Context: an optimization exercise on an open-source flow, tuned for small area and a short achievable clock period. The choices shown serve that exercise and are no tape-out recipe. Where RTL was checked, it was by simulation tests only, not by an equivalence proof against the original. Power and IR drop assume default switching activity.

==> module CPU, before the edit <==
module CPU (clk, input_8bit, output_8bit, cmd_addr, cmd_8bit, rst);
  input  wire       clk;
  input  wire       rst;
  input  wire [7:0] input_8bit;
  input  wire [7:0] cmd_8bit;
  output wire [7:0] output_8bit;
  output reg  [7:0] cmd_addr;
  reg [7:0] r0, r1, r2, r3, r4, r5;
  reg [7:0] f;
  reg       boot;
  wire [1:0] op = cmd_8bit[7:6];
  wire [2:0] s  = cmd_8bit[5:3];
  wire [2:0] d  = cmd_8bit[2:0];
  wire is_imm = (op == 2'b00);
  wire is_cal = (op == 2'b01);
  wire is_cpy = (op == 2'b10);
  wire is_cnd = (op == 2'b11);
  wire [7:0] m0  = s[1] ? (s[0] ? r3 : r2) : (s[0] ? r1 : r0);
  wire [7:0] m1  = s[1] ? (s[0] ? 8'd0 : input_8bit) : (s[0] ? r5 : r4);
  wire [7:0] bus = s[2] ? m1 : m0;
  wire out_en = is_cpy & (d == 3'd6) & ~rst;
  assign output_8bit = {8{out_en}} & bus;
  wire [7:0] sa  = r1 + r2;
  wire [7:0] ss  = r1 - r2;
  wire [7:0] sum = d[0] ? ss : sa;
  wire [7:0] g   = r1 & r2;
  wire [7:0] o   = r1 | r2;
  wire [7:0] lg  = (d[0] ? g : o) ^ {8{d[0] ^ d[1]}};
  wire [7:0] alu = d[2] ? (d[1] ? 8'd0 : sum) : lg;
  wire z = (r3 == 8'd0);
  wire n = r3[7];
  wire t = d[2] ^ (d[0] & z | d[1] & n);
  wire jump = is_cnd & t;
  wire [7:0] r0_in = {8{~rst}} & (is_imm ? cmd_8bit : bus);
  wire [7:0] r3_in = {8{~rst}} & (is_cal ? alu : bus);
  wire [7:0] rx_in = {8{~rst}} & bus;
  wire we0 = rst | is_imm | (is_cpy & d == 3'd0);
  wire we1 = rst | (is_cpy & d == 3'd1);
  wire we2 = rst | (is_cpy & d == 3'd2);
  wire we3 = rst | is_cal | (is_cpy & d == 3'd3);
  wire we4 = rst | (is_cpy & d == 3'd4);
  wire we5 = rst | (is_cpy & d == 3'd5);
  always @(posedge clk) begin
    if (we0) r0 <= r0_in;
    if (we1) r1 <= rx_in;
    if (we2) r2 <= rx_in;
    if (we3) r3 <= r3_in;
    if (we4) r4 <= rx_in;
    if (we5) r5 <= rx_in;
  end
  always @(posedge clk) begin
    if (rst) begin
      cmd_addr <= 8'd0;
      f        <= 8'd0;
      boot     <= 1'b1;
    end else begin
      cmd_addr <= f;
      f        <= jump ? r0 : f + {7'd0, ~boot};
      boot     <= 1'b0;
    end
  end
endmodule
export LEC_CHECK = 0
export CAP_MARGIN = 20
export CORE_MARGIN = 2
export CORE_UTILIZATION = 40
export SETUP_SLACK_MARGIN = 2.5
export SLEW_MARGIN = 20
create_clock -name core_clock -period 6.0 [get_ports {clk}]
standard.sh (not shown) runs the stock make flow with config.mk's settings and CLKGATE_MAP_FILE= SYNTH_SCRIPT=/design/flow/synth_recipe.tcl, a recipe that flattens the netlist after the stock synthesis.
==> flow/flow/run.sh <==
#!/bin/bash
# Own layout flow: the standard ORFS flow, with two changes:
#  - synthesis is the standard flow's synthesis script unchanged except for the abc script
#    (flow/abc.script, an area-oriented mapping); registers are mapped by the
#    same dfflibmap step before abc, so their names and cells are unchanged;
#  - port buffers are sky130_fd_sc_hd__buf_2 instead of buffer_ports' default.
# Every tool's output goes to a log file in the work folder (and ORFS's own
# per-step logs under orfs/logs).
set -euo pipefail
W=$(pwd)
sed 's#log_cmd abc {\*}\$abc_args#log_cmd abc -script '"$W"'/flow/abc.script {*}[lrange $abc_args 2 end]#' \
  "$FLOW_HOME/scripts/synth.tcl" > "$W/my_synth.tcl"
grep -q 'flow/abc.script' "$W/my_synth.tcl"
sed "s#source \$::env(SCRIPTS_DIR)/synth.tcl#source $W/my_synth.tcl#" "$W/synth_recipe.tcl" > "$W/my_synth_recipe.tcl"
grep -q 'my_synth.tcl' "$W/my_synth_recipe.tcl"
sed "s#SYNTH_SCRIPT=[^ ]*#SYNTH_SCRIPT=$W/my_synth_recipe.tcl#" "$W/standard.sh" > "$W/my_standard.sh"
grep -q 'my_synth_recipe.tcl' "$W/my_standard.sh"
bash "$W/my_standard.sh" "BUFFER_PORTS_ARGS=-buffer_cell sky130_fd_sc_hd__buf_2" finish > "$W/flow.log" 2>&1
==> flow/flow/abc.script <==
strash
&get -n
&dch
&nf -R 1000 -p
&put
Rerun with:
--- a/flow/design.v
+++ b/flow/design.v
@@ -19,11 +19,10 @@
   wire [7:0] m1  = s[1] ? (s[0] ? 8'd0 : input_8bit) : (s[0] ? r5 : r4);
   wire [7:0] bus = s[2] ? m1 : m0;
   wire out_en = is_cpy & (d == 3'd6) & ~rst;
   assign output_8bit = {8{out_en}} & bus;
-  wire [7:0] sa  = r1 + r2;
-  wire [7:0] ss  = r1 - r2;
-  wire [7:0] sum = d[0] ? ss : sa;
+  wire [7:0] b   = r2 ^ {8{d[0]}};
+  wire [7:0] sum = r1 + b + {7'd0, d[0]};
   wire [7:0] g   = r1 & r2;
   wire [7:0] o   = r1 | r2;
   wire [7:0] lg  = (d[0] ? g : o) ^ {8{d[0] ^ d[1]}};
   wire [7:0] alu = d[2] ? (d[1] ? 8'd0 : sum) : lg;
After rerunning: The new run completed with no timing, DRC or antenna violations. Critical path depth does not change. Final cell count goes down by 3.2%. Setup slack stays flat. Sequential power is about the same. Power goes up by 3.8%. Utilization goes up by 1.9 points. Via count goes down by 4.3%. Routed wire length goes down by 4.9%. Synthesized area goes down by 2.5%. Final area goes down by 0.62%.
The RTL of the first run of this note was laid out without a check of its function.

-- port drivers added, routing unchanged --
No port has a modelled driver above. Below, the same layouts with a new extraction and two added sets of constraints.
Step 1 (the two cells are an assumption about what drives the block):
set clk [get_ports {clk}]
set_driving_cell -lib_cell sky130_fd_sc_hd__clkbuf_16 $clk
set_driving_cell -lib_cell sky130_fd_sc_hd__buf_2 [delete_from_list [all_inputs] $clk]
Step 2 adds t to the input delays and takes it off the output delays; t is the mean of the earliest and latest rising clock arrival at the registers after step 1. Input paths then give back, and output paths get back, about the clock's delay inside the block.
a / b / c = no drivers / after step 1 / after step 2; a / b = the first two.
run | t, ns | slack for setup (ns) | hold slack, ns | worst setup path after step 2 | worst slew at a driven data input, ns
the first run | 0.369 | 2.528 / 2.376 / 2.376 | 0.468 / 0.468 / 0.468 | input to output | 0.17
the second run | 0.373 | 2.526 / 2.358 / 2.264 | 0.469 / 0.469 / 0.469 | input to register | 0.16
After both steps every run listed still meets setup and hold. For the second run, which loses most, drivers alone change the setup slack by -0.168 ns; drivers and shift together by -0.262 ns.
